Background: an optimization exercise with open tools, aiming at small area. Do not read the settings as production practice. Only simulation tests tie the RTL to the original design; equivalence was not proved.

**run.sh**
```bash
#!/bin/bash
# synth_recipe.tcl (not shown) runs the flow's synth.tcl, then flattens the netlist and writes it again
# the make line also repeats each setting of config.mk as NAME=value (left out here)
make -C /OpenROAD-flow-scripts/flow DESIGN_CONFIG=/design/flow/config.mk WORK_HOME=/design/flow/orfs CLKGATE_MAP_FILE= SYNTH_SCRIPT=/design/flow/synth_recipe.tcl finish
```
**config.mk**
```make
export PLATFORM = sky130hd
export DESIGN_NAME = RISC_16
export DESIGN_NICKNAME = RISC_16
export VERILOG_FILES = /design/flow/design.v
export SDC_FILE = /design/flow/constraint.sdc
export NUM_CORES = 4
export LEC_CHECK = 0
export ABC_AREA = 1
export CAP_MARGIN = 20
export CORE_MARGIN = 2
export CORE_UTILIZATION = 50
export SLEW_MARGIN = 20
```
**constraint.sdc**
```tcl
create_clock -name core_clock -period 70.0 [get_ports {clk}]
set_input_delay 14.0000 -clock core_clock [delete_from_list [all_inputs] [get_ports {clk}]]
set_output_delay 14.0000 -clock core_clock [all_outputs]
set_load 0.01 [all_outputs]
```
**design.v**
```verilog
module mul8s(
	input [7:0] a,
	input [7:0] b,
	output [15:0] p
);
wire w1 = (a[0] & b[0]);
wire w2 = (a[0] & b[1]);
wire w3 = (a[1] & b[0]);
wire w4 = (a[0] & b[2]);
wire w5 = (a[1] & b[1]);
wire w6 = (a[2] & b[0]);
wire w7 = (a[0] & b[3]);
wire w8 = (a[1] & b[2]);
wire w9 = (a[2] & b[1]);
wire w10 = (a[3] & b[0]);
wire w11 = (a[0] & b[4]);
wire w12 = (a[1] & b[3]);
wire w13 = (a[2] & b[2]);
wire w14 = (a[3] & b[1]);
wire w15 = (a[4] & b[0]);
wire w16 = (a[0] & b[5]);
wire w17 = (a[1] & b[4]);
wire w18 = (a[2] & b[3]);
wire w19 = (a[3] & b[2]);
wire w20 = (a[4] & b[1]);
wire w21 = (a[5] & b[0]);
wire w22 = (a[0] & b[6]);
wire w23 = (a[1] & b[5]);
wire w24 = (a[2] & b[4]);
wire w25 = (a[3] & b[3]);
wire w26 = (a[4] & b[2]);
wire w27 = (a[5] & b[1]);
wire w28 = (a[6] & b[0]);
wire w29 = ~(a[0] & b[7]);
wire w30 = (a[1] & b[6]);
wire w31 = (a[2] & b[5]);
wire w32 = (a[3] & b[4]);
wire w33 = (a[4] & b[3]);
wire w34 = (a[5] & b[2]);
wire w35 = (a[6] & b[1]);
wire w36 = ~(a[7] & b[0]);
wire w37 = ~(a[1] & b[7]);
wire w38 = (a[2] & b[6]);
wire w39 = (a[3] & b[5]);
wire w40 = (a[4] & b[4]);
wire w41 = (a[5] & b[3]);
wire w42 = (a[6] & b[2]);
wire w43 = ~(a[7] & b[1]);
wire w44 = ~(a[2] & b[7]);
wire w45 = (a[3] & b[6]);
wire w46 = (a[4] & b[5]);
wire w47 = (a[5] & b[4]);
wire w48 = (a[6] & b[3]);
wire w49 = ~(a[7] & b[2]);
wire w50 = ~(a[3] & b[7]);
wire w51 = (a[4] & b[6]);
wire w52 = (a[5] & b[5]);
wire w53 = (a[6] & b[4]);
wire w54 = ~(a[7] & b[3]);
wire w55 = ~(a[4] & b[7]);
wire w56 = (a[5] & b[6]);
wire w57 = (a[6] & b[5]);
wire w58 = ~(a[7] & b[4]);
wire w59 = ~(a[5] & b[7]);
wire w60 = (a[6] & b[6]);
wire w61 = ~(a[7] & b[5]);
wire w62 = ~(a[6] & b[7]);
wire w63 = ~(a[7] & b[6]);
wire w64 = (a[7] & b[7]);
wire w65 = w22 ^ w23;
wire w66 = w22 & w23;
wire w67 = w29 ^ w30 ^ w31;
wire w68 = (w29 & w30) | (w29 & w31) | (w30 & w31);
wire w69 = w32 ^ w33;
wire w70 = w32 & w33;
wire w71 = w37 ^ w38 ^ w39;
wire w72 = (w37 & w38) | (w37 & w39) | (w38 & w39);
wire w73 = w40 ^ w41 ^ w42;
wire w74 = (w40 & w41) | (w40 & w42) | (w41 & w42);
wire w75 = w44 ^ w45 ^ w46;
wire w76 = (w44 & w45) | (w44 & w46) | (w45 & w46);
wire w77 = w11 ^ w12;
wire w78 = w11 & w12;
wire w79 = w16 ^ w17 ^ w18;
wire w80 = (w16 & w17) | (w16 & w18) | (w17 & w18);
wire w81 = w19 ^ w20;
wire w82 = w19 & w20;
wire w83 = w24 ^ w25 ^ w26;
wire w84 = (w24 & w25) | (w24 & w26) | (w25 & w26);
wire w85 = w27 ^ w28 ^ w65;
wire w86 = (w27 & w28) | (w27 & w65) | (w28 & w65);
wire w87 = w34 ^ w35 ^ w36;
wire w88 = (w34 & w35) | (w34 & w36) | (w35 & w36);
wire w89 = w66 ^ w67 ^ w69;
wire w90 = (w66 & w67) | (w66 & w69) | (w67 & w69);
wire w91 = w43 ^ 1'b1 ^ w68;
wire w92 = (w43 & 1'b1) | (w43 & w68) | (1'b1 & w68);
wire w93 = w70 ^ w71 ^ w73;
wire w94 = (w70 & w71) | (w70 & w73) | (w71 & w73);
wire w95 = w47 ^ w48 ^ w49;
wire w96 = (w47 & w48) | (w47 & w49) | (w48 & w49);
wire w97 = w72 ^ w74 ^ w75;
wire w98 = (w72 & w74) | (w72 & w75) | (w74 & w75);
wire w99 = w50 ^ w51 ^ w52;
wire w100 = (w50 & w51) | (w50 & w52) | (w51 & w52);
wire w101 = w53 ^ w54 ^ w76;
wire w102 = (w53 & w54) | (w53 & w76) | (w54 & w76);
wire w103 = w55 ^ w56 ^ w57;
wire w104 = (w55 & w56) | (w55 & w57) | (w56 & w57);
wire w105 = w7 ^ w8;
wire w106 = w7 & w8;
wire w107 = w13 ^ w14 ^ w15;
wire w108 = (w13 & w14) | (w13 & w15) | (w14 & w15);
wire w109 = w21 ^ w78 ^ w79;
wire w110 = (w21 & w78) | (w21 & w79) | (w78 & w79);
wire w111 = w80 ^ w82 ^ w83;
wire w112 = (w80 & w82) | (w80 & w83) | (w82 & w83);
wire w113 = w84 ^ w86 ^ w87;
wire w114 = (w84 & w86) | (w84 & w87) | (w86 & w87);
wire w115 = w88 ^ w90 ^ w91;
wire w116 = (w88 & w90) | (w88 & w91) | (w90 & w91);
wire w117 = w92 ^ w94 ^ w95;
wire w118 = (w92 & w94) | (w92 & w95) | (w94 & w95);
wire w119 = w96 ^ w98 ^ w99;
wire w120 = (w96 & w98) | (w96 & w99) | (w98 & w99);
wire w121 = w58 ^ w100 ^ w102;
wire w122 = (w58 & w100) | (w58 & w102) | (w100 & w102);
wire w123 = w59 ^ w60 ^ w61;
wire w124 = (w59 & w60) | (w59 & w61) | (w60 & w61);
wire w125 = w4 ^ w5;
wire w126 = w4 & w5;
wire w127 = w9 ^ w10 ^ w105;
wire w128 = (w9 & w10) | (w9 & w105) | (w10 & w105);
wire w129 = w77 ^ w106 ^ w107;
wire w130 = (w77 & w106) | (w77 & w107) | (w106 & w107);
wire w131 = w81 ^ w108 ^ w109;
wire w132 = (w81 & w108) | (w81 & w109) | (w108 & w109);
wire w133 = w85 ^ w110 ^ w111;
wire w134 = (w85 & w110) | (w85 & w111) | (w110 & w111);
wire w135 = w89 ^ w112 ^ w113;
wire w136 = (w89 & w112) | (w89 & w113) | (w112 & w113);
wire w137 = w93 ^ w114 ^ w115;
wire w138 = (w93 & w114) | (w93 & w115) | (w114 & w115);
wire w139 = w97 ^ w116 ^ w117;
wire w140 = (w97 & w116) | (w97 & w117) | (w116 & w117);
wire w141 = w101 ^ w118 ^ w119;
wire w142 = (w101 & w118) | (w101 & w119) | (w118 & w119);
wire w143 = w103 ^ w120 ^ w121;
wire w144 = (w103 & w120) | (w103 & w121) | (w120 & w121);
wire w145 = w104 ^ w122 ^ w123;
wire w146 = (w104 & w122) | (w104 & w123) | (w122 & w123);
wire w147 = w62 ^ w63 ^ w124;
wire w148 = (w62 & w63) | (w62 & w124) | (w63 & w124);
wire w149 = w2 ^ w3;
wire w150 = w2 & w3;
wire w151 = w6 ^ w125 ^ w150;
wire w152 = (w6 & w125) | (w6 & w150) | (w125 & w150);
wire w153 = w126 ^ w127 ^ w152;
wire w154 = (w126 & w127) | (w126 & w152) | (w127 & w152);
wire w155 = w128 ^ w129 ^ w154;
wire w156 = (w128 & w129) | (w128 & w154) | (w129 & w154);
wire w157 = w130 ^ w131 ^ w156;
wire w158 = (w130 & w131) | (w130 & w156) | (w131 & w156);
wire w159 = w132 ^ w133 ^ w158;
wire w160 = (w132 & w133) | (w132 & w158) | (w133 & w158);
wire w161 = w134 ^ w135 ^ w160;
wire w162 = (w134 & w135) | (w134 & w160) | (w135 & w160);
wire w163 = w136 ^ w137 ^ w162;
wire w164 = (w136 & w137) | (w136 & w162) | (w137 & w162);
wire w165 = w138 ^ w139 ^ w164;
wire w166 = (w138 & w139) | (w138 & w164) | (w139 & w164);
wire w167 = w140 ^ w141 ^ w166;
wire w168 = (w140 & w141) | (w140 & w166) | (w141 & w166);
wire w169 = w142 ^ w143 ^ w168;
wire w170 = (w142 & w143) | (w142 & w168) | (w143 & w168);
wire w171 = w144 ^ w145 ^ w170;
wire w172 = (w144 & w145) | (w144 & w170) | (w145 & w170);
wire w173 = w146 ^ w147 ^ w172;
wire w174 = (w146 & w147) | (w146 & w172) | (w147 & w172);
wire w175 = w64 ^ w148 ^ w174;
wire w176 = (w64 & w148) | (w64 & w174) | (w148 & w174);
wire w177 = 1'b1 ^ w176;
wire w178 = 1'b1 & w176;
assign p = {w177, w175, w173, w171, w169, w167, w165, w163, w161, w159, w157, w155, w153, w151, w149, w1};
endmodule
module divrows(
	input [6:0] rem_in,	 
	input [7:0] bits,	 
	input [6:0] d,		 
	output [7:0] q,		 
	output [6:0] rem_out
);
wire [7:0] t0 = {rem_in, bits[7]};
wire [7:0] c0;
wire [6:0] s0;
assign c0[0] = 1'b1;
assign s0[0] = t0[0] ^ ~d[0] ^ c0[0];
assign c0[1] = (t0[0] & ~d[0]) | (t0[0] & c0[0]) | (~d[0] & c0[0]);
assign s0[1] = t0[1] ^ ~d[1] ^ c0[1];
assign c0[2] = (t0[1] & ~d[1]) | (t0[1] & c0[1]) | (~d[1] & c0[1]);
assign s0[2] = t0[2] ^ ~d[2] ^ c0[2];
assign c0[3] = (t0[2] & ~d[2]) | (t0[2] & c0[2]) | (~d[2] & c0[2]);
assign s0[3] = t0[3] ^ ~d[3] ^ c0[3];
assign c0[4] = (t0[3] & ~d[3]) | (t0[3] & c0[3]) | (~d[3] & c0[3]);
assign s0[4] = t0[4] ^ ~d[4] ^ c0[4];
assign c0[5] = (t0[4] & ~d[4]) | (t0[4] & c0[4]) | (~d[4] & c0[4]);
assign s0[5] = t0[5] ^ ~d[5] ^ c0[5];
assign c0[6] = (t0[5] & ~d[5]) | (t0[5] & c0[5]) | (~d[5] & c0[5]);
assign s0[6] = t0[6] ^ ~d[6] ^ c0[6];
assign c0[7] = (t0[6] & ~d[6]) | (t0[6] & c0[6]) | (~d[6] & c0[6]);
assign q[7] = t0[7] | c0[7];
wire [6:0] r0 = q[7] ? s0 : t0[6:0];
wire [7:0] t1 = {r0, bits[6]};
wire [7:0] c1;
wire [6:0] s1;
assign c1[0] = 1'b1;
assign s1[0] = t1[0] ^ ~d[0] ^ c1[0];
assign c1[1] = (t1[0] & ~d[0]) | (t1[0] & c1[0]) | (~d[0] & c1[0]);
assign s1[1] = t1[1] ^ ~d[1] ^ c1[1];
assign c1[2] = (t1[1] & ~d[1]) | (t1[1] & c1[1]) | (~d[1] & c1[1]);
assign s1[2] = t1[2] ^ ~d[2] ^ c1[2];
assign c1[3] = (t1[2] & ~d[2]) | (t1[2] & c1[2]) | (~d[2] & c1[2]);
assign s1[3] = t1[3] ^ ~d[3] ^ c1[3];
assign c1[4] = (t1[3] & ~d[3]) | (t1[3] & c1[3]) | (~d[3] & c1[3]);
assign s1[4] = t1[4] ^ ~d[4] ^ c1[4];
assign c1[5] = (t1[4] & ~d[4]) | (t1[4] & c1[4]) | (~d[4] & c1[4]);
assign s1[5] = t1[5] ^ ~d[5] ^ c1[5];
assign c1[6] = (t1[5] & ~d[5]) | (t1[5] & c1[5]) | (~d[5] & c1[5]);
assign s1[6] = t1[6] ^ ~d[6] ^ c1[6];
assign c1[7] = (t1[6] & ~d[6]) | (t1[6] & c1[6]) | (~d[6] & c1[6]);
assign q[6] = t1[7] | c1[7];
wire [6:0] r1 = q[6] ? s1 : t1[6:0];
wire [7:0] t2 = {r1, bits[5]};
wire [7:0] c2;
wire [6:0] s2;
assign c2[0] = 1'b1;
assign s2[0] = t2[0] ^ ~d[0] ^ c2[0];
assign c2[1] = (t2[0] & ~d[0]) | (t2[0] & c2[0]) | (~d[0] & c2[0]);
assign s2[1] = t2[1] ^ ~d[1] ^ c2[1];
assign c2[2] = (t2[1] & ~d[1]) | (t2[1] & c2[1]) | (~d[1] & c2[1]);
assign s2[2] = t2[2] ^ ~d[2] ^ c2[2];
assign c2[3] = (t2[2] & ~d[2]) | (t2[2] & c2[2]) | (~d[2] & c2[2]);
assign s2[3] = t2[3] ^ ~d[3] ^ c2[3];
assign c2[4] = (t2[3] & ~d[3]) | (t2[3] & c2[3]) | (~d[3] & c2[3]);
assign s2[4] = t2[4] ^ ~d[4] ^ c2[4];
assign c2[5] = (t2[4] & ~d[4]) | (t2[4] & c2[4]) | (~d[4] & c2[4]);
assign s2[5] = t2[5] ^ ~d[5] ^ c2[5];
assign c2[6] = (t2[5] & ~d[5]) | (t2[5] & c2[5]) | (~d[5] & c2[5]);
assign s2[6] = t2[6] ^ ~d[6] ^ c2[6];
assign c2[7] = (t2[6] & ~d[6]) | (t2[6] & c2[6]) | (~d[6] & c2[6]);
assign q[5] = t2[7] | c2[7];
wire [6:0] r2 = q[5] ? s2 : t2[6:0];
wire [7:0] t3 = {r2, bits[4]};
wire [7:0] c3;
wire [6:0] s3;
assign c3[0] = 1'b1;
assign s3[0] = t3[0] ^ ~d[0] ^ c3[0];
assign c3[1] = (t3[0] & ~d[0]) | (t3[0] & c3[0]) | (~d[0] & c3[0]);
assign s3[1] = t3[1] ^ ~d[1] ^ c3[1];
assign c3[2] = (t3[1] & ~d[1]) | (t3[1] & c3[1]) | (~d[1] & c3[1]);
assign s3[2] = t3[2] ^ ~d[2] ^ c3[2];
assign c3[3] = (t3[2] & ~d[2]) | (t3[2] & c3[2]) | (~d[2] & c3[2]);
assign s3[3] = t3[3] ^ ~d[3] ^ c3[3];
assign c3[4] = (t3[3] & ~d[3]) | (t3[3] & c3[3]) | (~d[3] & c3[3]);
assign s3[4] = t3[4] ^ ~d[4] ^ c3[4];
assign c3[5] = (t3[4] & ~d[4]) | (t3[4] & c3[4]) | (~d[4] & c3[4]);
assign s3[5] = t3[5] ^ ~d[5] ^ c3[5];
assign c3[6] = (t3[5] & ~d[5]) | (t3[5] & c3[5]) | (~d[5] & c3[5]);
assign s3[6] = t3[6] ^ ~d[6] ^ c3[6];
assign c3[7] = (t3[6] & ~d[6]) | (t3[6] & c3[6]) | (~d[6] & c3[6]);
assign q[4] = t3[7] | c3[7];
wire [6:0] r3 = q[4] ? s3 : t3[6:0];
wire [7:0] t4 = {r3, bits[3]};
wire [7:0] c4;
wire [6:0] s4;
assign c4[0] = 1'b1;
assign s4[0] = t4[0] ^ ~d[0] ^ c4[0];
assign c4[1] = (t4[0] & ~d[0]) | (t4[0] & c4[0]) | (~d[0] & c4[0]);
assign s4[1] = t4[1] ^ ~d[1] ^ c4[1];
assign c4[2] = (t4[1] & ~d[1]) | (t4[1] & c4[1]) | (~d[1] & c4[1]);
assign s4[2] = t4[2] ^ ~d[2] ^ c4[2];
assign c4[3] = (t4[2] & ~d[2]) | (t4[2] & c4[2]) | (~d[2] & c4[2]);
assign s4[3] = t4[3] ^ ~d[3] ^ c4[3];
assign c4[4] = (t4[3] & ~d[3]) | (t4[3] & c4[3]) | (~d[3] & c4[3]);
assign s4[4] = t4[4] ^ ~d[4] ^ c4[4];
assign c4[5] = (t4[4] & ~d[4]) | (t4[4] & c4[4]) | (~d[4] & c4[4]);
assign s4[5] = t4[5] ^ ~d[5] ^ c4[5];
assign c4[6] = (t4[5] & ~d[5]) | (t4[5] & c4[5]) | (~d[5] & c4[5]);
assign s4[6] = t4[6] ^ ~d[6] ^ c4[6];
assign c4[7] = (t4[6] & ~d[6]) | (t4[6] & c4[6]) | (~d[6] & c4[6]);
assign q[3] = t4[7] | c4[7];
wire [6:0] r4 = q[3] ? s4 : t4[6:0];
wire [7:0] t5 = {r4, bits[2]};
wire [7:0] c5;
wire [6:0] s5;
assign c5[0] = 1'b1;
assign s5[0] = t5[0] ^ ~d[0] ^ c5[0];
assign c5[1] = (t5[0] & ~d[0]) | (t5[0] & c5[0]) | (~d[0] & c5[0]);
assign s5[1] = t5[1] ^ ~d[1] ^ c5[1];
assign c5[2] = (t5[1] & ~d[1]) | (t5[1] & c5[1]) | (~d[1] & c5[1]);
assign s5[2] = t5[2] ^ ~d[2] ^ c5[2];
assign c5[3] = (t5[2] & ~d[2]) | (t5[2] & c5[2]) | (~d[2] & c5[2]);
assign s5[3] = t5[3] ^ ~d[3] ^ c5[3];
assign c5[4] = (t5[3] & ~d[3]) | (t5[3] & c5[3]) | (~d[3] & c5[3]);
assign s5[4] = t5[4] ^ ~d[4] ^ c5[4];
assign c5[5] = (t5[4] & ~d[4]) | (t5[4] & c5[4]) | (~d[4] & c5[4]);
assign s5[5] = t5[5] ^ ~d[5] ^ c5[5];
assign c5[6] = (t5[5] & ~d[5]) | (t5[5] & c5[5]) | (~d[5] & c5[5]);
assign s5[6] = t5[6] ^ ~d[6] ^ c5[6];
assign c5[7] = (t5[6] & ~d[6]) | (t5[6] & c5[6]) | (~d[6] & c5[6]);
assign q[2] = t5[7] | c5[7];
wire [6:0] r5 = q[2] ? s5 : t5[6:0];
wire [7:0] t6 = {r5, bits[1]};
wire [7:0] c6;
wire [6:0] s6;
assign c6[0] = 1'b1;
assign s6[0] = t6[0] ^ ~d[0] ^ c6[0];
assign c6[1] = (t6[0] & ~d[0]) | (t6[0] & c6[0]) | (~d[0] & c6[0]);
assign s6[1] = t6[1] ^ ~d[1] ^ c6[1];
assign c6[2] = (t6[1] & ~d[1]) | (t6[1] & c6[1]) | (~d[1] & c6[1]);
assign s6[2] = t6[2] ^ ~d[2] ^ c6[2];
assign c6[3] = (t6[2] & ~d[2]) | (t6[2] & c6[2]) | (~d[2] & c6[2]);
assign s6[3] = t6[3] ^ ~d[3] ^ c6[3];
assign c6[4] = (t6[3] & ~d[3]) | (t6[3] & c6[3]) | (~d[3] & c6[3]);
assign s6[4] = t6[4] ^ ~d[4] ^ c6[4];
assign c6[5] = (t6[4] & ~d[4]) | (t6[4] & c6[4]) | (~d[4] & c6[4]);
assign s6[5] = t6[5] ^ ~d[5] ^ c6[5];
assign c6[6] = (t6[5] & ~d[5]) | (t6[5] & c6[5]) | (~d[5] & c6[5]);
assign s6[6] = t6[6] ^ ~d[6] ^ c6[6];
assign c6[7] = (t6[6] & ~d[6]) | (t6[6] & c6[6]) | (~d[6] & c6[6]);
assign q[1] = t6[7] | c6[7];
wire [6:0] r6 = q[1] ? s6 : t6[6:0];
wire [7:0] t7 = {r6, bits[0]};
wire [7:0] c7;
wire [6:0] s7;
assign c7[0] = 1'b1;
assign s7[0] = t7[0] ^ ~d[0] ^ c7[0];
assign c7[1] = (t7[0] & ~d[0]) | (t7[0] & c7[0]) | (~d[0] & c7[0]);
assign s7[1] = t7[1] ^ ~d[1] ^ c7[1];
assign c7[2] = (t7[1] & ~d[1]) | (t7[1] & c7[1]) | (~d[1] & c7[1]);
assign s7[2] = t7[2] ^ ~d[2] ^ c7[2];
assign c7[3] = (t7[2] & ~d[2]) | (t7[2] & c7[2]) | (~d[2] & c7[2]);
assign s7[3] = t7[3] ^ ~d[3] ^ c7[3];
assign c7[4] = (t7[3] & ~d[3]) | (t7[3] & c7[3]) | (~d[3] & c7[3]);
assign s7[4] = t7[4] ^ ~d[4] ^ c7[4];
assign c7[5] = (t7[4] & ~d[4]) | (t7[4] & c7[4]) | (~d[4] & c7[4]);
assign s7[5] = t7[5] ^ ~d[5] ^ c7[5];
assign c7[6] = (t7[5] & ~d[5]) | (t7[5] & c7[5]) | (~d[5] & c7[5]);
assign s7[6] = t7[6] ^ ~d[6] ^ c7[6];
assign c7[7] = (t7[6] & ~d[6]) | (t7[6] & c7[6]) | (~d[6] & c7[6]);
assign q[0] = t7[7] | c7[7];
wire [6:0] r7 = q[0] ? s7 : t7[6:0];
assign rem_out = r7;
endmodule
module RISC_16(
	output	[15:0]		t_alu_in1,
	output	[15:0]		t_alu_in2,
	output	[15:0]		t_alu_out,
	input 				clk,
	input 				rst,
	input 				enable,
	input 	[15:0] 	instruction,
	output 	[4:0] 	tick_out,
	output 	[15:0] 	display
);
wire [3:0] op = instruction[15:12];
wire [3:0] ra = instruction[11:8];
wire [3:0] rb = instruction[7:4];
wire [7:0] imm = instruction[7:0];
reg [4:0] tick;
always @(posedge clk) begin
	if (rst) tick <= 5'b10000;
	else tick <= {tick[0], tick[4:1]};
end
assign tick_out = tick;
wire tF = tick[4], tD = tick[3], tE = tick[2], tW = tick[0];
reg alu_mux_q, sign_mux_q, disp_q;
reg [3:0] aluop_q;
wire op_j = (op == 4'hF);
wire op_r = (op == 4'h0);
wire op_br = (op == 4'hA) | (op == 4'hB) | (op == 4'hC);
wire op_ls = (op == 4'hD) | (op == 4'hE);
wire rd_en = enable & tD & ~op_j;
wire wr_en = enable & tW & (op_r | (~op[3] & |op[2:0]) | (op == 4'h8));
wire alu_mux = (enable & tE & ~op_j) ? ~op_r : alu_mux_q;
wire sign_mux = (enable & tD) ? 1'b1 : (enable & tE & op_br) ? 1'b0 : sign_mux_q;
wire disp_en = (enable & tF) ? 1'b0 : (enable & tW & (op == 4'h9)) ? 1'b1 : disp_q;
reg [3:0] imap;
always @(*) begin
	case (op)
		4'h1: imap = 4'h1;
		4'h2: imap = 4'h0;
		4'h3: imap = 4'hC;
		4'h4: imap = 4'hD;
		4'h5: imap = 4'hE;
		4'h6: imap = 4'h7;
		4'h7: imap = 4'h6;
		4'h8: imap = 4'h9;
		4'h9: imap = 4'hA;
		4'hA: imap = 4'h5;
		4'hB: imap = 4'h4;
		4'hC: imap = 4'hB;
		default: imap = 4'h0;
	endcase
end
wire [3:0] aluop = ~enable ? 4'h0 :
                   (tE & op_r) ? instruction[3:0] :
                   (tE & ~op_j & ~op_ls) ? imap : aluop_q;
always @(posedge clk) begin
	if (rst) begin
		alu_mux_q <= 1'b0;
		sign_mux_q <= 1'b0;
		disp_q <= 1'b0;
		aluop_q <= 4'h0;
	end else begin
		alu_mux_q <= alu_mux;
		sign_mux_q <= sign_mux;
		disp_q <= disp_en;
		aluop_q <= aluop;
	end
end
reg [7:0] rf [0:15];
wire [7:0] alu_lo;
wire [7:0] wdata = rst ? 8'd0 : alu_lo;
genvar gi;
generate
	for (gi = 0; gi < 16; gi = gi + 1) begin : g_rf
		always @(posedge clk)
			if (rst | (wr_en & (ra == gi))) rf[gi] <= wdata;
	end
endgenerate
wire [7:0] port = rf[tF ? rb : ra];
reg [7:0] breg;		 
always @(posedge clk) breg <= port;
wire [7:0] a = rd_en ? port : 8'd0;
wire [7:0] b = alu_mux ? (sign_mux ? imm : 8'd0) : (rd_en ? breg : 8'd0);
assign t_alu_in1 = {{8{a[7]}}, a};
assign t_alu_in2 = {{8{b[7]}}, b};
wire [6:0] d_f = alu_mux_q ? imm[6:0] : (op_j ? 7'd0 : port[6:0]);
wire [6:0] d = tF ? d_f : b[6:0];
wire [6:0] rem_in = rem_q & {7{tD & a[7]}};
wire [7:0] dbits = tF ? 8'hFF : a;
wire [7:0] q8;
wire [6:0] rem8;
divrows u_div(.rem_in(rem_in), .bits(dbits), .d(d), .q(q8), .rem_out(rem8));
reg [7:0] qh_q;
reg [6:0] rem_q;
always @(posedge clk) begin
	qh_q <= q8;
	rem_q <= rem8;
end
wire dz = (b[6:0] == 7'd0);
wire [15:0] quo = {a[7] ? qh_q : {8{dz}}, tF ? {8{dz}} : q8};
wire [8:0] sum = {a[7], a} + {b[7], b};
wire [8:0] dif = {a[7], a} - {b[7], b};
wire [15:0] prod;
mul8s u_mul(.a(a), .b(b), .p(prod));
wire [15:0] A = {{8{a[7]}}, a};
wire sh_ok = (b[7:4] == 4'd0);
wire [15:0] srl = sh_ok ? (A >> b[3:0]) : 16'd0;
wire [15:0] sll = sh_ok ? (A << b[3:0]) : 16'd0;
wire lt = a < b;
wire eq = a == b;
wire gt = ~lt & ~eq;
wire [15:0] div = b[7] ? {15'd0, a[7] & ~lt} : quo;
reg [15:0] y;
always @(*) begin
	case (aluop)
		4'h0: y = {{8{b[7]}}, b};
		4'h1: y = {{7{sum[8]}}, sum};
		4'h2: y = prod;
		4'h3: y = div;
		4'h4: y = {15'd0, gt};
		4'h5: y = {15'd0, eq};
		4'h6: y = srl;
		4'h7: y = sll;
		4'h8: y = {{7{dif[8]}}, dif};
		4'h9: y = srl;
		4'hA: y = ~A;
		4'hB: y = {15'd0, lt};
		4'hC: y = {{8{a[7] & b[7]}}, a & b};
		4'hD: y = {{8{a[7] | b[7]}}, a | b};
		4'hE: y = {{8{a[7] ^ b[7]}}, a ^ b};
		default: y = 16'd0;
	endcase
end
assign t_alu_out = y;
assign alu_lo = y[7:0];
reg [15:0] disp_r;
always @(posedge clk) begin
	if (rst) disp_r <= 16'd0;
	else if (disp_en) disp_r <= ~y;
end
assign display = disp_r;
endmodule
```
==> results of run 1 <==
[kinds of logic after synthesis]
| kind of cell | synth area share (%) |
|---|---|
| flip-flops | 35.6 |
| XOR/XNOR | 0.256 |
| buffers and inverters | 10.0 |
| AND/OR/NAND/NOR | 22.4 |
| adder cells (fa/ha/maj) | 18.1 |
| AO/OA/AOI/OAI | 13.4 |
| multiplexers | 0.302 |
[layout make-up]
class / instances / area [um2]
Clock buffer: 17 / 425
Multi-Input combinational cell: 1095 / 7440
Clock inverter: 15 / 219
Sequential cell: 179 / 4860
Fill cell: 2500 / 11400
Inverter: 266 / 1000
Tap cell: 341 / 427
Timing Repair Buffer: 118 / 1100
[cell usage in the layout, fill, tap and decap left out, types with 15 or more instances in the layout]
master	synthesis	layout
ha_1	41	41
clkdlybuf4s50_1	0	87
fa_1	98	98
inv_1	252	252
nand2_1	334	334
nor2_1	148	148
o21ai_1	7	17
clkbuf_16	0	17
a21oi_1	64	64
o21ai_0	96	85
edfxtp_1	128	128
nand2_2	15	15
buf_4	23	31
a221oi_1	23	23
dfxtp_1	51	51
nand3_1	90	90
[path summary, 6_finish.rpt]
check        cells past startpoint  slack (ns)               start             endpoint
min reg2reg                      2        0.44  tick[1]$_SDFF_PP0_   tick[0]$_SDFF_PP0_
max                            105       17.95      instruction[9]         t_alu_out[0]
min                              2        0.44  tick[1]$_SDFF_PP0_   tick[0]$_SDFF_PP0_
max reg2reg                    104       45.17  tick[4]$_SDFF_PP1_  rf[15][0]$_DFFE_PP_
[stage by stage]
| step | hold slack (ns) | utilization (%) | worst slack [ns] | instance area (um2) |
|---|---|---|---|---|
| after floorplan | 0.417 | - | 20.48 | 13700 |
| after global placement | 0.415 | 55.2 | 18.83 | 14800 |
| after detailed placement | 0.419 | 55.2 | 18.09 | 14800 |
| after CTS | 0.440 | 57.6 | 18.09 | 15500 |
| after global routing | 0.471 | 57.6 | 16.43 | 15500 |
| final | 0.440 | 57.6 | 17.95 | 15500 |
[state kept, by name, summed over array words and instances, names as in the netlist]
name,cells
rem_q,7
disp_r,16
sign_mux_q,1
aluop_q,4
rf,128
breg,8
tick,5
disp_q,1
alu_mux_q,1
qh_q,8
[synthesized netlist by cell type (8+ instances only)]
cell | n | area [um2]
a21oi_1 | 64 | 320
a221oi_1 | 23 | 201
a22o_1 | 14 | 123
a22oi_1 | 9 | 67.6
a32oi_1 | 8 | 70.1
buf_4 | 23 | 173
clkbuf_1 | 24 | 90.1
dfxtp_1 | 51 | 1020
edfxtp_1 | 128 | 3840
fa_1 | 98 | 1960
ha_1 | 41 | 513
inv_1 | 252 | 946
inv_2 | 9 | 33.8
nand2_1 | 334 | 1250
nand2_2 | 15 | 93.8
nand2_4 | 10 | 113
nand3_1 | 90 | 450
nand4_1 | 14 | 87.6
nor2_1 | 148 | 556
nor2_4 | 9 | 101
nor3_1 | 8 | 40.0
o211ai_1 | 8 | 60.1
o21ai_0 | 96 | 480
o22ai_1 | 10 | 62.6
[per-layer routing]
metal | global-route usage (%) | share of wire, % | up-vias
li1 | - | - | 5430
met1 | 47.1 | 44 | 5808
met5 | 0 | 0.051 | -
met2 | 49.0 | 44 | 621
met4 | 8.36 | 2.3 | 4
met3 | 8.37 | 10 | 75
[critical path, delay by kind of cell]
| kind | cells | cell delay (ns) |
|---|---|---|
| AOI/OAI and AO/OA | 11 | 1.67 |
| buffers and inverters | 23 | 2.85 |
| and+or+nand+nor | 22 | 3.49 |
| adders and majority gates | 49 | 15.97 |
==> impl_metrics.env, run 1 <==
export IMPL_status="finished clean"
export IMPL_grt_pass1_vias=11500
export IMPL_drt_initial_drc_count=1472
export IMPL_synthToLayoutAreaGrowth_pct=13.3
export IMPL_firstDrtPassIters=6
export IMPL_critPathMaxStageDelay_ns=0.52
export IMPL_synth_edff_count=128
export IMPL_drive_gt1_share_pct=8.52
export IMPL_syn_area_per_cell_um2=8.55
export IMPL_drv_cap=0
export IMPL_maxSlewHeadroom_pct=26.9
export IMPL_cp_common_cell="fa_1"
export IMPL_nets=1835
export IMPL_hpwl_mm=34.7
export IMPL_die_w_um=169
export IMPL_worstSetupEndpointType="output pin"
export IMPL_min_period_ns=52.05
export IMPL_n_antenna_cell=0
export IMPL_clk_pin_slew_ns=0.09
export IMPL_slew_violations=0
export IMPL_ctsHoldBuffers=0
export IMPL_crit_arrival_ns=38.05
export IMPL_place_inst=1999
export IMPL_critPathSlowestCell="nor2_1"
export IMPL_grt_max_degree=37
export IMPL_io_buffers=87
export IMPL_antenna_found_initial=2
export IMPL_start_util_pct=50.8
export IMPL_synth_seq_area_share_pct=35.6
export IMPL_cp_max_fo=15
export IMPL_synthArstFlopShare_pct=0
export IMPL_synth_cell_type_count=63
export IMPL_layoutNonFillerInstCount=2031
export IMPL_min_period_over_period_pct=74.4
export IMPL_cts_made_buffers=17
export IMPL_die_height_um=169
export IMPL_rsz0062_at_grt="no"
export IMPL_core_mm2=0.0269
export IMPL_syn_nets=1757
export IMPL_skew_ns=0.0252
export IMPL_grt_pass1_wl_mm=69.6
export IMPL_gp_congestion=0.973
export IMPL_placementRows=60
export IMPL_avgViaCountPerCell=5.88
export IMPL_num_vias=11900
export IMPL_htree_levels=4
export IMPL_wl_mm=45.5
export IMPL_fmax_mhz=19.2
export IMPL_cts_sinks=179
export IMPL_cts_max_path_buffers=2
export IMPL_syn_area_mm2=0.0137
export IMPL_ys_ff_latch=179
export IMPL_clock_latency_ns=0.45
export IMPL_grt_overflow_total=0
export IMPL_cp_start_kind="input pin"
export IMPL_cts_tree="done"
export IMPL_synth_flop_cell="edfxtp_1"
export IMPL_syn_inst=1599
export IMPL_avgRoutedWirePerCell_um=22.4
export IMPL_pin_count=88
export IMPL_fin_tns_setup_ns=0
export IMPL_finalHoldViolations=0
export IMPL_die_area_mm2=0.0287
export IMPL_cp_required_ns=56.00
export IMPL_hold_path_class="reg2reg"
export IMPL_cts_root_buf="clkbuf_16"
export IMPL_setup_viol_count_final=0
export IMPL_drc=0
export IMPL_ys_warn_count=2
export IMPL_grt_usage_pct=32.6
export IMPL_ctsResizeCount=0
export IMPL_cts_setup_buffers=0
export IMPL_drtAntennaViolNets=0
export IMPL_worstMarginPinSlew_ns=1.09
export IMPL_crit_type="in2out"
==> run 2: changes to the inputs <==
--- a/design.v
+++ b/design.v
@@ -451,36 +451,47 @@
 end
 wire dz = (b[6:0] == 7'd0);
 wire [15:0] quo = {a[7] ? qh_q : {8{dz}}, tF ? {8{dz}} : q8};
-wire [8:0] sum = {a[7], a} + {b[7], b};
-wire [8:0] dif = {a[7], a} - {b[7], b};
+wire sm = (aluop != 4'h1);	 
+wire [7:0] bx = b ^ {8{sm}};
+wire [8:0] c;
+wire [7:0] s;
+assign c[0] = sm;
+generate
+	for (gi = 0; gi < 8; gi = gi + 1) begin : g_add
+		assign s[gi] = a[gi] ^ bx[gi] ^ c[gi];
+		assign c[gi+1] = (a[gi] & bx[gi]) | (a[gi] & c[gi]) | (bx[gi] & c[gi]);
+	end
+endgenerate
+wire s8 = a[7] ^ bx[7] ^ c[8];
+wire [7:0] x = a ^ b;
+wire eq = ~|x;
+wire lt = ~c[8];		 
+wire gt = c[8] & ~eq;
 wire [15:0] prod;
 mul8s u_mul(.a(a), .b(b), .p(prod));
 wire [15:0] A = {{8{a[7]}}, a};
 wire sh_ok = (b[7:4] == 4'd0);
 wire [15:0] srl = sh_ok ? (A >> b[3:0]) : 16'd0;
 wire [15:0] sll = sh_ok ? (A << b[3:0]) : 16'd0;
-wire lt = a < b;
-wire eq = a == b;
-wire gt = ~lt & ~eq;
 wire [15:0] div = b[7] ? {15'd0, a[7] & ~lt} : quo;
 reg [15:0] y;
 always @(*) begin
 	case (aluop)
 		4'h0: y = {{8{b[7]}}, b};
-		4'h1: y = {{7{sum[8]}}, sum};
+		4'h1: y = {{8{s8}}, s};
 		4'h2: y = prod;
 		4'h3: y = div;
 		4'h4: y = {15'd0, gt};
 		4'h5: y = {15'd0, eq};
 		4'h6: y = srl;
 		4'h7: y = sll;
-		4'h8: y = {{7{dif[8]}}, dif};
+		4'h8: y = {{8{s8}}, s};
 		4'h9: y = srl;
-		4'hA: y = ~A;
+		4'hA: y = {{8{~a[7]}}, ~a};
 		4'hB: y = {15'd0, lt};
 		4'hC: y = {{8{a[7] & b[7]}}, a & b};
 		4'hD: y = {{8{a[7] | b[7]}}, a | b};
-		4'hE: y = {{8{a[7] ^ b[7]}}, a ^ b};
+		4'hE: y = {{8{x[7]}}, x};
 		default: y = 16'd0;
 	endcase
 end
==> flow/run.sh (new file) <==
#!/bin/bash
# Own layout flow: the standard flow (standard.sh), except that synthesis
# maps the combinational logic with an area-only ABC script (flow/synth.tcl).
set -euo pipefail
W=$(pwd)
export MY_ABC_SCRIPT=$W/flow/area.abc
# port buffers: the smallest buffer (the default picks a larger delay cell)
export BUFFER_PORTS_ARGS="-buffer_cell sky130_fd_sc_hd__buf_1"
sed "s#SYNTH_SCRIPT=[^ ]*#SYNTH_SCRIPT=$W/flow/synth.tcl#" standard.sh > $W/synth_area.sh
bash $W/synth_area.sh synth > $W/synth.log 2>&1
bash standard.sh > $W/layout.log 2>&1
==> flow/area.abc (new file) <==
strash
&get -n
&fraig -x
&put
dc2
dch -f
map -a
strash
dch -f
map -a
topo
==> flow/synth.tcl (new file) <==
# The standard flow's synthesis script (synth_recipe.tcl), with ABC's combinational mapping
# run with an area-only script (flow/area.abc) instead of ORFS's, which buffers
# and upsizes for delay. Registers are mapped before ABC, so they are the same.
proc synth {args} { yosys synth -nofsm -noshare {*}$args }
proc abc {args} {
  set i [lsearch -exact $args -script]
  if { $i >= 0 } { lset args [expr {$i + 1}] $::env(MY_ABC_SCRIPT) }
  yosys abc {*}$args
}
source $::env(SCRIPTS_DIR)/synth.tcl
# left out here: clear keep_hierarchy, flatten, clean up, hide names made inside functions, write 1_2_yosys.v
==> standard.sh (new file) <==
#!/bin/bash
# synth_recipe.tcl (not shown) runs the flow's synth.tcl, then flattens the netlist and writes it again
# the make line also repeats each setting of config.mk as NAME=value (left out here)
make -C /OpenROAD-flow-scripts/flow DESIGN_CONFIG=/design/flow/config.mk WORK_HOME=/design/flow/orfs CLKGATE_MAP_FILE= SYNTH_SCRIPT=/design/flow/synth_recipe.tcl "${@:-finish}"
--- a/config.mk
+++ b/config.mk
@@ -8,5 +8,6 @@
 export ABC_AREA = 1
 export CAP_MARGIN = 20
 export CORE_MARGIN = 2
-export CORE_UTILIZATION = 50
+export CORE_UTILIZATION = 70
+export CTS_BUF_LIST = sky130_fd_sc_hd__clkbuf_8
 export SLEW_MARGIN = 20
removed: run.sh
==> impl_metrics.env, run 2 <==
export IMPL_nets=1579
export IMPL_synthArstFlopShare_pct=0
export IMPL_syn_nets=1454
export IMPL_ys_warn_count=2
export IMPL_synth_top_area_share_pct=31.8
export IMPL_slew_violations=0
export IMPL_post_route_util_pct=77.8
export IMPL_hold_path_class="reg2reg"
export IMPL_syn_area_per_cell_um2=9.33
export IMPL_min_period_ns=54.00
export IMPL_num_vias=11100
export IMPL_critPathMaxStageDelay_ns=0.62
export IMPL_htree_levels=4
export IMPL_finalHoldViolations=0
export IMPL_skew_ns=0.0248
export IMPL_cp_num_buf_inv=19
export IMPL_synth_most_common_cell="clkinv_1"
export IMPL_final_common_cell="clkinv_1"
export IMPL_avgRoutedWirePerCell_um=23.5
export IMPL_synth_seq_area_share_pct=40.2
export IMPL_synth_common_cells="210 x clkinv_1, 192 x nand2_1, 172 x nor2_1, 128 x edfxtp_1, 104 x fa_1"
export IMPL_fin_tns_setup_ns=0
export IMPL_cts_root_buf="clkbuf_8"
export IMPL_grt_pass1_vias=10500
export IMPL_ctsHoldBuffers=0
export IMPL_crit_type="in2out"
export IMPL_syn_area_mm2=0.0121
export IMPL_min_period_over_period_pct=77.1
export IMPL_n_fill_cell=1156
export IMPL_drive_gt1_share_pct=6.27
export IMPL_grt_pass1_wl_mm=58.6
export IMPL_worstMarginPinSlew_ns=1.25
export IMPL_wl_mm=39.1
export IMPL_start_util_pct=70.7
export IMPL_cts_tree="done"
export IMPL_cts_max_path_buffers=2
export IMPL_grt_max_degree=37
export IMPL_drv_cap=0
export IMPL_cp_required_ns=56.00
export IMPL_gp_congestion=1.02
export IMPL_grt_usage_pct=43.3
export IMPL_drt_initial_drc_count=1734
export IMPL_crit_arrival_ns=40.00
export IMPL_cp_max_fo=26
export IMPL_syn_inst=1298
export IMPL_worstSetupEndpointType="output pin"
export IMPL_die_w_um=135
export IMPL_synth_edff_count=128
export IMPL_grt_overflow_total=0
export IMPL_drtAntennaViolNets=0
export IMPL_die_area_mm2=0.0184
export IMPL_ys_ff_latch=179
export IMPL_core_mm2=0.0171
export IMPL_clock_latency_ns=0.49
export IMPL_die_height_um=135
export IMPL_antenna_found_initial=1
export IMPL_largest_reg_flops=128
export IMPL_pin_count=88
export IMPL_avgViaCountPerCell=6.66
export IMPL_cts_sinks=179
export IMPL_synth_flop_cell="edfxtp_1"
export IMPL_rsz0062_at_grt="no"
export IMPL_maxSlewHeadroom_pct=14.7
export IMPL_yosysTopAreaCell="edfxtp_1"
export IMPL_crit_family="adder cells"
export IMPL_top_regs="rf (128), disp_r (16)"
export IMPL_synthToLayoutAreaGrowth_pct=10.1
export IMPL_top_register="rf"
export IMPL_cts_made_buffers=17
export IMPL_yosys_top_cells_area="edfxtp_1 32%, fa_1 17%, dfxtp_1 8.4%, clkinv_1 6.5%, nand2_1 6.0%"
export IMPL_setup_viol_count_final=0
export IMPL_io_buffers=87
export IMPL_fin_hold_ws_ns=0.430
export IMPL_placementRows=48
export IMPL_status="finished clean"
export IMPL_clk_pin_slew_ns=0.11
export IMPL_firstDrtPassIters=6
export IMPL_cp_start_kind="input pin"
export IMPL_ctsResizeCount=0
export IMPL_drc=0
export IMPL_layout_common_cells="210 x clkinv_1, 192 x nand2_1, 172 x nor2_1, 128 x edfxtp_1, 104 x fa_1"
export IMPL_fmax_mhz=18.5
export IMPL_cp_common_cell="fa_1"
export IMPL_hpwl_mm=29.0
export IMPL_cts_setup_buffers=0
export IMPL_critPathSlowestCell="a22oi_1"
export IMPL_synth_cell_type_count=36
## run 2: changes by cell type after synthesis, sizes merged, moves of 24 or more
cell | previous run | this run
inv | 262 | 0
clkinv | 4 | 210
nand2 | 363 | 192
nand3 | 100 | 20
a22oi | 9 | 47
clkbuf | 24 | 0
## run 2: layer usage
layer / wire [um] / up-vias / share of wire [%] / track usage (%)
li1: - / 4718 / - / -
met1: 14100 / 5244 / 36 / 59.0
met2: 17500 / 920 / 45 / 66.6
met3: 5680 / 190 / 15 / 11.6
met4: 1750 / 0 / 4.5 / 17.7
met5: 0 / - / 0 / 0
## run 2: area by class of cell
class	instances	area, um2	share of cell area [%]
Timing Repair Buffer	126	619	4.65
Antenna cell	1	2.50	0.0188
Clock inverter	15	200	1.50
Multi-Input combinational cell	889	6330	47.5
Clock buffer	17	234	1.76
Tap cell	225	282	2.11
Inverter	210	788	5.92
Sequential cell	179	4860	36.5
## run 2: path summary, 6_finish.rpt
path              slack, ns                from  depth (start not counted)                 end
setup / recovery      16.00     instruction[15]                        103        t_alu_out[0]
hold / removal         0.43  tick[1]$_SDFF_PP0_                          2  tick[0]$_SDFF_PP0_
setup reg to reg      42.69  tick[4]$_SDFF_PP1_                        108  rf[2][0]$_DFFE_PP_
hold reg to reg        0.43  tick[1]$_SDFF_PP0_                          2  tick[0]$_SDFF_PP0_
## run 2: worst min-delay path, cell delays in order, from the launching register on
cell	delay (ns)
dfxtp_1	0.33
clkinv_1	0.04
nor2_1	0.03
## run 2: metrics by stage
step	cells	setup slack, ns	area [um2]
after floorplan	1298	17.52	12100
after global placement	1627	17.45	12900
after detailed placement	1627	16.30	12900
after CTS	1659	16.30	13300
after global routing	1661	14.21	13300
final	1662	16.00	13300
## run 2: cells by family after synthesis
group | synth area share (%)
AOI/OAI and AO/OA | 16.8
buffers and inverters | 7.75
DFF | 40.2
adders and majority gates | 20.6
and+or+nand+nor | 14.0
xor gates and xnor gates | 0.507
muxes | 0.165

## afterwards: timing with drivers on the ports
The flow's constraints put no driver on any port. The routed layouts listed below were extracted and timed again, unchanged, in two steps.
Step 1 sets driving cells, clkbuf_16 on the clock port and buf_2 on the other inputs (assumed; they add their load-dependent delay and slew).
Step 2 adds t to the input delays and takes it off the output delays; t is the mean of the earliest and latest rising clock arrival at the registers after step 1. Input paths then give back, and output paths get back, about the clock's delay inside the block.
Three values: ideal, step 1, step 2; two values: the first two.
run	t (ns)	setup slack, ns	worst setup path at the end
run 1	0.489	17.952 / 17.889 / 17.889	input to output
run 2	0.516	15.999 / 15.977 / 15.977	input to output
After both steps every run listed still meets setup and hold. For run 1, which loses most, drivers alone change the setup slack by -0.063 ns; drivers and shift together by -0.063 ns.
